Source: an optimization exercise on an open RTL-to-GDS flow (aim: small area, a short achievable clock period and few clock cycles). Production flows keep margins and buffers that such runs may drop.
Where RTL was checked, it was by simulation tests only, not by an equivalence proof against the original.

== red ==
## alu_add
module alu_add (
    input   logic           clk_i,
    input   logic           rst_i,
    input   logic [36:0]    left_i,      
    input   logic [36:0]    right_i,     
    output  logic           in_ready_o,
    input   logic           in_valid_i,
    output  logic [36:0]    result_o,    
    input   logic           out_ready_i,
    output  logic           out_valid_o
);
function automatic logic [3:0] c9(input logic [3:0] y, input logic en);
    c9 = {en ? ~(y[3] | y[2] | y[1]) : y[3], y[2] ^ (en & y[1]), y[1], y[0] ^ en};
endfunction
function automatic logic [3:0] dinc(input logic [3:0] r, input logic c);
    dinc = c ? {(r[3] & ~r[0]) | (r[2] & r[1] & r[0]), r[2] ^ (r[1] & r[0]), (r[1] ^ r[0]) & ~r[3], ~r[0]} : r;
endfunction
logic v1_q, v2_q, en1, en2;
assign en2         = !v2_q || out_ready_i;
assign en1         = !v1_q || en2;
assign in_ready_o  = en1;
assign out_valid_o = v2_q;
logic ld1, ld2;
assign ld1 = en1 && in_valid_i;
assign ld2 = en2 && v1_q;
always_ff @(posedge clk_i) begin
    if (rst_i) begin
        v1_q <= 1'b0;
        v2_q <= 1'b0;
    end else begin
        if (en1) v1_q <= in_valid_i;
        if (en2) v2_q <= v1_q;
    end
end
logic [31:0] sa, sb, xa, xb;
logic [2:0]  ea, eb, er, dab, dba, sha, shb;
logic        ga, gb, a_lt, sub;
assign sa = left_i[31:0];
assign sb = right_i[31:0];
assign ea = left_i[34:32];
assign eb = right_i[34:32];
assign ga = left_i[35];
assign gb = right_i[35];
assign a_lt = (ea < eb);
assign dab  = ea - eb;
assign dba  = eb - ea;
assign sha  = a_lt ? dba : 3'd0;
assign shb  = a_lt ? 3'd0 : dab;
assign er   = a_lt ? eb : ea;
assign sub  = ga ^ gb;
assign xa   = sa >> {sha, 2'b00};
assign xb   = sb >> {shb, 2'b00};
logic [4:0] z  [8];
logic [3:0] xk [8];
logic [3:0] xh [8];
logic [4:0] xc [8];
always_comb begin
    for (int i = 0; i < 8; i++) begin
        xk[i] = xa[4*i +: 4] & c9(xb[4*i +: 4], sub);
        xh[i] = xa[4*i +: 4] ^ c9(xb[4*i +: 4], sub);
        xc[i][0] = 1'b0;
        xc[i][1] = xk[i][0];
        xc[i][2] = xk[i][1] | (xh[i][1] & xk[i][0]);
        xc[i][3] = xk[i][2] | (xh[i][2] & xk[i][1]) | (xh[i][2] & xh[i][1] & xk[i][0]);
        xc[i][4] = xk[i][3] | (xh[i][3] & xk[i][2]) | (xh[i][3] & xh[i][2] & xk[i][1])
                 | (xh[i][3] & xh[i][2] & xh[i][1] & xk[i][0]);
  ...
Size: roughly 85 flip-flops, ~120 I/O pins, about 10,000 sq um of cells after synthesis.
clock: 10.0 ns
lec_check: 0
abc_area: 1
cap_margin: 0
core_margin: 2
core_utilization: 40
slew_margin: 0
standard.sh (not shown) runs the stock make flow with config.mk's settings and CLKGATE_MAP_FILE= SYNTH_SCRIPT=/design/flow/synth_recipe.tcl, a recipe that flattens the netlist after the stock synthesis.
==> flow/flow/run.sh <==
#!/bin/bash
# Standard ORFS layout, with ports buffered by buf_1 cells instead of clkdlybuf4s50_1,
# and timing repair aimed at 5.4 ns of setup slack.
set -euo pipefail
bash standard.sh 'BUFFER_PORTS_ARGS=-buffer_cell sky130_fd_sc_hd__buf_1' SETUP_SLACK_MARGIN=5.4 finish > standard.log 2>&1
red ran to completion and came out clean on the timing, DRC and antenna checks.
Relative to red, the following input files were edited for blue:
Settings: putting SETUP_SLACK_MARGIN at 5 where nothing was set.
==> flow/flow/run.sh <==
#!/bin/bash
# Standard ORFS layout, with ports buffered by buf_1 cells instead of clkdlybuf4s50_1.
set -euo pipefail
bash standard.sh 'BUFFER_PORTS_ARGS=-buffer_cell sky130_fd_sc_hd__buf_1' finish > standard.log 2>&1
==> comparison <==
- Summary — final instance area, blue relative to red: lower, by 5.9%.
- In the flow results for red and blue, the layout overhead on the synthesized area is larger on red.
No run of this note included a check of the RTL's function; only the layout flow was run.

========
Another version of the RTL of alu_add (not shown whole).
Size: about 1500 cells after synthesis, ~85 flip-flops, about 120 I/O pins, roughly 10000 um^2 of cells after synthesis.
clock: 10.0 ns
lec_check: 0
abc_area: 1
cap_margin: 0
core_margin: 2
core_utilization: 40
cts_cluster_diameter: 100
cts_cluster_size: 30
setup_slack_margin: 5
slew_margin: 0
==> flow/flow/run.sh <==
#!/bin/bash
# Standard ORFS layout, with ports buffered by buf_1 cells instead of clkdlybuf4s50_1.
set -euo pipefail
bash standard.sh 'BUFFER_PORTS_ARGS=-buffer_cell sky130_fd_sc_hd__buf_1' finish > standard.log 2>&1
Testbench counts at the start, summed over its fixed seeds: cycles 3,216.
Change:
==> flow/flow/run.sh (replaced) <==
#!/bin/bash
# Standard ORFS layout, with three changes: adders are left to abc as plain gates (no
# half/full adder cells), ports are buffered by buf_1 cells instead of clkdlybuf4s50_1,
# and timing repair aims at 5.1 ns of setup slack.
set -euo pipefail
bash standard.sh ADDER_MAP_FILE= 'BUFFER_PORTS_ARGS=-buffer_cell sky130_fd_sc_hd__buf_1' SETUP_SLACK_MARGIN=5.1 finish > standard.log 2>&1
--- a/flow/config.mk
+++ b/flow/config.mk
@@ -12,3 +12 @@
-export CTS_CLUSTER_DIAMETER = 100
-export CTS_CLUSTER_SIZE = 30
-export SETUP_SLACK_MARGIN = 5
+export CTS_BUF_LIST = sky130_fd_sc_hd__clkbuf_8
=> The changed run finished clean. Non-clock buffer count falls by 12. Critical path depth rises by 5.
Change:
==> flow/flow/run.sh (replaced) <==
#!/bin/bash
# Standard ORFS layout, with ports buffered by buf_1 cells instead of clkdlybuf4s50_1.
set -euo pipefail
bash standard.sh 'BUFFER_PORTS_ARGS=-buffer_cell sky130_fd_sc_hd__buf_1' finish > standard.log 2>&1
--- a/flow/config.mk
+++ b/flow/config.mk
@@ -12 +12 @@
-export CTS_BUF_LIST = sky130_fd_sc_hd__clkbuf_8
+export SETUP_SLACK_MARGIN = 5
=>
- The new run produced a clean layout
- count of clock-buffer cells in the layout rose by 6
- worst setup slack loses 0.039 ns
- synthesized cell count rose by 4.2%
- non-clock buffer count rose by 12
- via count rose by about 6%
- synthesized area rose by 10%
Change:
==> flow/flow/run.sh (replaced) <==
#!/bin/bash
# Standard ORFS layout, with three changes: adders are left to abc as plain gates (no
# half/full adder cells), ports are buffered by buf_1 cells instead of clkdlybuf4s50_1,
# and timing repair aims at 5.4 ns of setup slack.
set -euo pipefail
bash standard.sh ADDER_MAP_FILE= 'BUFFER_PORTS_ARGS=-buffer_cell sky130_fd_sc_hd__buf_1' SETUP_SLACK_MARGIN=5.4 finish > standard.log 2>&1
--- a/flow/config.mk
+++ b/flow/config.mk
@@ -12 +11,0 @@
-export SETUP_SLACK_MARGIN = 5
The changed run produced a clean layout.
Final cell count falls by 3.5%.
Maximum frequency rose by 6.6%.
Change:
==> flow/flow/run.sh (replaced) <==
#!/bin/bash
# Standard ORFS layout, with ports buffered by buf_1 cells instead of clkdlybuf4s50_1,
# and timing repair aimed at 5.25 ns of setup slack.
set -euo pipefail
bash standard.sh 'BUFFER_PORTS_ARGS=-buffer_cell sky130_fd_sc_hd__buf_1' SETUP_SLACK_MARGIN=5.25 finish > standard.log 2>&1
What happened: Routed wire length grows by 4.8%. Area after synthesis grows by 10%. Clock skew shrinks by 0.0031 ns. Die area grows by 9.8%.

========
Another version of the RTL of alu_add (not shown whole).
Size: ~1600 cells after synthesis, about 85 flip-flops, roughly 0.010 mm2 of cells after synthesis.
export LEC_CHECK = 0
export ABC_AREA = 1
export CAP_MARGIN = 20
export CORE_MARGIN = 2
export CORE_UTILIZATION = 40
export SLEW_MARGIN = 20
create_clock -name core_clock -period 10.0 [get_ports {clk_i}]
==> flow/flow/run.sh <==
#!/bin/bash
# Standard ORFS layout, with ports buffered by buf_1 cells instead of clkdlybuf4s50_1,
# and timing repair aimed at 5.5 ns of setup slack.
set -euo pipefail
bash standard.sh 'BUFFER_PORTS_ARGS=-buffer_cell sky130_fd_sc_hd__buf_1' SETUP_SLACK_MARGIN=5.5 finish > standard.log 2>&1
The baseline produced a clean layout.
Testbench counts at the start, summed over its fixed seeds: cycles 3,216.
Next try:
==> flow/flow/run.sh (replaced) <==
#!/bin/bash
# Standard ORFS layout, with ports buffered by buf_1 cells instead of clkdlybuf4s50_1,
# and timing repair aimed at 6 ns of setup slack.
set -euo pipefail
bash standard.sh 'BUFFER_PORTS_ARGS=-buffer_cell sky130_fd_sc_hd__buf_1' SETUP_SLACK_MARGIN=6 finish > standard.log 2>&1
Outcome: Count of clock-buffer cells in the layout drops by 3; wire length increases by 18%; non-clock buffer count goes up by 127; design area went up by 22%; utilization increases by 11 points; via count went up by 11%; synthesized area is unchanged; die area does not change.
Next try:
==> flow/flow/run.sh (replaced) <==
#!/bin/bash
# Standard ORFS layout, with ports buffered by buf_1 cells instead of clkdlybuf4s50_1.
set -euo pipefail
bash standard.sh 'BUFFER_PORTS_ARGS=-buffer_cell sky130_fd_sc_hd__buf_1' finish > standard.log 2>&1
Settings changed: SETUP_SLACK_MARGIN from default to 5.
What happened:
- The new run completed without violations
- non-clock buffer count came out lower by 164
- flip-flop and latch count stays the same
- via count came out lower by 13%
- cell area came out lower by 25%
- routed wire length came out lower by 22%
- first-iteration DRC count came out lower by 19%
- final cell count came out lower by 7.5%
- fmax came out lower by 4.6%
- area after synthesis does not change
Next try:
Settings changed: SETUP_SLACK_MARGIN 5 to 4.5.
Hold slack improved by 0.0051 ns. Wire length shrinks by 6.0%. Area after synthesis does not change. Worst setup slack got worse by 0.44 ns. Via count shrinks by 4.1%. Final cell count shrinks by 2.5%. Core utilization shrinks by 2.4 points.

========
The RTL this note starts from:
==> flow/design.v <==
package calc_pkg;
    typedef struct packed {
        logic on;
        logic off;
        logic mem_rc;
        logic mem_sub;
        logic mem_add;
        logic op_percent;
        logic op_sqrt;
        logic op_div;
        logic op_mul;
        logic op_sub;
        logic op_add;
        logic op_eq;
        logic dot;
        logic num_1;
        logic num_2;
        logic num_3;
        logic num_4;
        logic num_5;
        logic num_6;
        logic num_7;
        logic num_8;
        logic num_9;
        logic num_0;
    } buttons_t;
    typedef enum logic [4:0] {
        B_NONE,          
        B_ON,            
        B_OFF,           
        B_MEM_RC,        
        B_MEM_SUB,       
        B_MEM_ADD,       
        B_OP_PERCENT,    
        B_OP_SQRT,       
        B_OP_DIV,        
        B_OP_MUL,        
        B_OP_SUB,        
        B_OP_ADD,        
        B_OP_EQ,         
        B_DOT,           
        B_NUM_1,         
        B_NUM_2,         
        B_NUM_3,         
        B_NUM_4,         
        B_NUM_5,         
        B_NUM_6,         
        B_NUM_7,         
        B_NUM_8,         
        B_NUM_9,         
        B_NUM_0,         
        B_UNKNOWN        
    } active_button_t;
    function automatic logic isNumberButton(active_button_t active_button);
        isNumberButton = ((active_button >= calc_pkg::B_NUM_1) && (active_button <= calc_pkg::B_NUM_0));
    endfunction
    function automatic logic isOpButton(active_button_t active_button);
        isOpButton = ((active_button >= calc_pkg::B_OP_DIV) && (active_button <= calc_pkg::B_OP_ADD));
    endfunction
    function automatic logic isEqButton(active_button_t active_button);
        isEqButton = (active_button == calc_pkg::B_OP_EQ);
    endfunction
    function automatic logic isDotButton(active_button_t active_button);
        isDotButton = (active_button == calc_pkg::B_DOT);
    endfunction
    typedef logic [3:0] bcd_t;
    function automatic logic [6:0] bcd2segments(bcd_t bcd);
        unique case (bcd)
            4'd0: bcd2segments = 7'b1111110;
            4'd1: bcd2segments = 7'b0110000;
            4'd2: bcd2segments = 7'b1101101;
            4'd3: bcd2segments = 7'b1111001;
            4'd4: bcd2segments = 7'b0110011;
            4'd5: bcd2segments = 7'b1011011;
            4'd6: bcd2segments = 7'b1011111;
            4'd7: bcd2segments = 7'b1110000;
            4'd8: bcd2segments = 7'b1111111;
            4'd9: bcd2segments = 7'b1111011;
            default: bcd2segments = 7'bxxxxxxx;
        endcase
    endfunction
    typedef enum logic [1:0] {
        OP_NONE,
        OP_ADD,
        OP_MUL,
        OP_DIV
    } op_t;
    function automatic op_t button2op(active_button_t active_button);
        unique case (active_button)
            calc_pkg::B_OP_DIV: button2op = calc_pkg::OP_DIV;
            calc_pkg::B_OP_MUL: button2op = calc_pkg::OP_MUL;
            calc_pkg::B_OP_SUB: button2op = calc_pkg::OP_ADD;
            calc_pkg::B_OP_ADD: button2op = calc_pkg::OP_ADD;
            default: button2op = calc_pkg::OP_NONE;
        endcase
    endfunction
    function automatic bcd_t button2bcd(active_button_t active_button);
        unique case (active_button)
            calc_pkg::B_NUM_1: button2bcd = 1;
            calc_pkg::B_NUM_2: button2bcd = 2;
            calc_pkg::B_NUM_3: button2bcd = 3;
            calc_pkg::B_NUM_4: button2bcd = 4;
            calc_pkg::B_NUM_5: button2bcd = 5;
            calc_pkg::B_NUM_6: button2bcd = 6;
            calc_pkg::B_NUM_7: button2bcd = 7;
            calc_pkg::B_NUM_8: button2bcd = 8;
            calc_pkg::B_NUM_9: button2bcd = 9;
            calc_pkg::B_NUM_0: button2bcd = 0;
            default: button2bcd = 0;
        endcase
    endfunction
    parameter NumDigits = 8;
    typedef logic unsigned [$clog2(NumDigits)-1:0] exponent_t;
    typedef struct packed {
        logic error;
        logic sign;
        exponent_t exponent;
        bcd_t [NumDigits-1:0] significand;
    } num_t;
    function automatic num_t neg(num_t num);
        neg = num;
        neg.sign = !num.sign;
    endfunction
endpackage
module alu_add (
    input   logic           clk_i,
    input   logic           rst_i,
    input   logic [36:0]    left_i,      
    input   logic [36:0]    right_i,     
    output  logic           in_ready_o,
    input   logic           in_valid_i,
    output  logic [36:0]    result_o,    
    input   logic           out_ready_i,
    output  logic           out_valid_o
);
logic [31:0] sa, sb, big, sml, sml_sh;
logic [2:0]  ea, eb, er, d;
logic        ga, gb, a_ge, g_big, g_sml, sub;
assign sa = left_i[31:0];
assign sb = right_i[31:0];
assign ea = left_i[34:32];
assign eb = right_i[34:32];
assign ga = left_i[35];
assign gb = right_i[35];
assign a_ge   = (ea >= eb);
assign d      = a_ge ? (ea - eb) : (eb - ea);
assign er     = a_ge ? ea : eb;
assign big    = a_ge ? sa : sb;
assign sml    = a_ge ? sb : sa;
assign g_big  = a_ge ? ga : gb;
assign g_sml  = a_ge ? gb : ga;
assign sub    = ga ^ gb;
assign sml_sh = sml >> {d, 2'b00};
logic [3:0] xd [8];
logic [3:0] yd [8];
logic [4:0] t  [8];
logic [3:0] r0 [8];
logic [3:0] r1 [8];
logic [7:0] g, p;
always_comb begin
    for (int i = 0; i < 8; i++) begin
        xd[i] = big[4*i +: 4];
        yd[i] = sub ? (4'd9 - sml_sh[4*i +: 4]) : sml_sh[4*i +: 4];
        t[i]  = 5'(xd[i]) + 5'(yd[i]);
        g[i]  = (t[i] >= 5'd10);
        p[i]  = (t[i] == 5'd9);
        r0[i] = g[i] ? 4'(t[i] - 5'd10) : t[i][3:0];
        r1[i] = (g[i] || p[i]) ? 4'(t[i] - 5'd9) : 4'(t[i] + 5'd1);
    end
end
logic [8:0] c0, c1;
logic [7:0] gg [4];
logic [7:0] pp [4];
always_comb begin
    gg[0] = g; pp[0] = p;
    for (int l = 0; l < 3; l++) begin
        for (int i = 0; i < 8; i++) begin
            if (i >= (1 << l)) begin
                gg[l+1][i] = gg[l][i] | (pp[l][i] & gg[l][i - (1 << l)]);
                pp[l+1][i] = pp[l][i] & pp[l][i - (1 << l)];
            end else begin
                gg[l+1][i] = gg[l][i];
                pp[l+1][i] = pp[l][i];
            end
        end
    end
    c0[0] = 1'b0;
    c1[0] = 1'b1;
    for (int i = 0; i < 8; i++) begin
        c0[i+1] = gg[3][i];
        c1[i+1] = gg[3][i] | pp[3][i];
    end
end
logic        cy, inc, neg;
logic [31:0] s;
assign cy  = c0[8];
assign inc = sub & cy;
assign neg = sub & ~cy;
always_comb begin
    for (int i = 0; i < 8; i++) begin
        s[4*i +: 4] = (inc ? c1[i] : c0[i]) ? r1[i] : r0[i];
        if (neg) s[4*i +: 4] = 4'd9 - s[4*i +: 4];
    end
end
logic        shr;
logic [31:0] sig1;
logic [2:0]  exp1;
logic        sgn1, err1;
assign shr  = ~sub & cy;
assign sig1 = shr ? {4'd1, s[31:4]} : s;
assign exp1 = er + 3'(shr);
assign err1 = shr & (er == 3'd7);
assign sgn1 = sub ? (cy ? g_big : g_sml) : ga;
logic        valid_q;
logic [31:0] sig_q;
logic [2:0]  exp_q;
logic        sgn_q, err_q;
assign in_ready_o  = !valid_q || out_ready_i;
assign out_valid_o = valid_q;
always_ff @(posedge clk_i) begin
    if (rst_i)
        valid_q <= 1'b0;
    else if (in_ready_o)
        valid_q <= in_valid_i;
end
always_ff @(posedge clk_i) begin
    if (in_ready_o) begin
        sig_q <= sig1;
        exp_q <= exp1;
        sgn_q <= sgn1;
        err_q <= err1;
    end
end
logic [31:0] n4, n2, n1;
logic [2:0]  e4, e2, e1;
always_comb begin
    n4 = sig_q; e4 = exp_q;
    if (exp_q[2] && sig_q[31:16] == 16'd0) begin
        n4 = {sig_q[15:0], 16'd0};
        e4 = {1'b0, exp_q[1:0]};
    end
    n2 = n4; e2 = e4;
    if (e4 >= 3'd2 && n4[31:24] == 8'd0) begin
        n2 = {n4[23:0], 8'd0};
        e2 = e4 - 3'd2;
    end
    n1 = n2; e1 = e2;
    if (e2 != 3'd0 && n2[31:28] == 4'd0) begin
        n1 = {n2[27:0], 4'd0};
        e1 = e2 - 3'd1;
    end
end
assign result_o = {err_q, sgn_q & (sig_q != 32'd0), e1, n1};
endmodule
export LEC_CHECK = 0
export CAP_MARGIN = 20
export CORE_MARGIN = 2
export CORE_UTILIZATION = 40
export SLEW_MARGIN = 20
create_clock -name core_clock -period 10.0 [get_ports {clk_i}]
run.sh (not shown) runs the stock make flow with config.mk's settings and CLKGATE_MAP_FILE= SYNTH_SCRIPT=/design/flow/synth_recipe.tcl, a recipe that flattens the netlist after the stock synthesis.
Stock flow here: none of the scripts above is used.
Change:
Settings changed: ABC_AREA set to 1, SETUP_SLACK_MARGIN set to 3.
Effect: Die area rises by 9.0%. Cell count rises by 45%.
No run of this note included a check of the RTL's function; only the layout flow was run.

[re-timing with driven ports]
No port has a modelled driver above. Below, the same layouts with a new extraction and two added sets of constraints. Step 1, drivers: a clkbuf_16 drives clk_i and a buf_2 each remaining input, both assumed. Step 2 adds t to the input delays and takes it off the output delays; t is the mean of the earliest and latest rising clock arrival at the registers after step 1. Input paths then give back, and output paths get back, about the clock's delay inside the block. a / b / c = ideal / step 1 / step 2; a / b = the first two.
run	t, ns	slack for setup (ns)	worst hold slack (ns)	latest minus earliest clock arrival (ns)	worst data-port slew with drivers (ns)
red	0.392	5.370 / 5.389 / 4.997	0.531 / 0.531 / 0.531	0.008 / 0.008	0.04
blue	0.394	5.173 / 5.199 / 4.805	0.532 / 0.532 / 0.532	0.009 / 0.008	0.03
the first run of note 2	0.392	5.207 / 5.235 / 4.843	0.526 / 0.526 / 0.526	0.010 / 0.010	0.03
the second run of note 2	0.407	5.247 / 5.261 / 4.853	0.540 / 0.540 / 0.540	0.014 / 0.013	0.03
the third run of note 2	0.392	5.207 / 5.235 / 4.843	0.526 / 0.526 / 0.526	0.010 / 0.010	0.03
the fourth run of note 2	0.395	5.502 / 5.490 / 5.096	0.528 / 0.528 / 0.528	0.009 / 0.009	0.05
the fifth run of note 2	0.387	5.371 / 5.390 / 5.003	0.527 / 0.527 / 0.527	0.006 / 0.007	0.03
the first run of note 3	0.393	5.352 / 5.348 / 4.955	0.615 / 0.615 / 0.615	0.007 / 0.007	0.05
the second run of note 3	0.399	5.366 / 5.346 / 4.948	0.679 / 0.679 / 0.679	0.006 / 0.007	0.08
the third run of note 3	0.390	5.145 / 5.141 / 4.772	0.462 / 0.462 / 0.462	0.009 / 0.008	0.04
the fourth run of note 3	0.398	4.705 / 4.729 / 4.331	0.467 / 0.467 / 0.467	0.007 / 0.007	0.03
the first run of note 4	0.315	0.651 / 0.666 / 0.351	0.880 / 0.880 / 0.880	0.008 / 0.008	0.04
the second run of note 4	0.316	2.935 / 2.931 / 2.615	0.843 / 0.843 / 0.843	0.007 / 0.006	0.05
After both steps setup and hold are still met in every run listed. For the second run of note 3, which loses most, drivers alone change the setup slack by -0.020 ns; drivers and shift together by -0.418 ns.
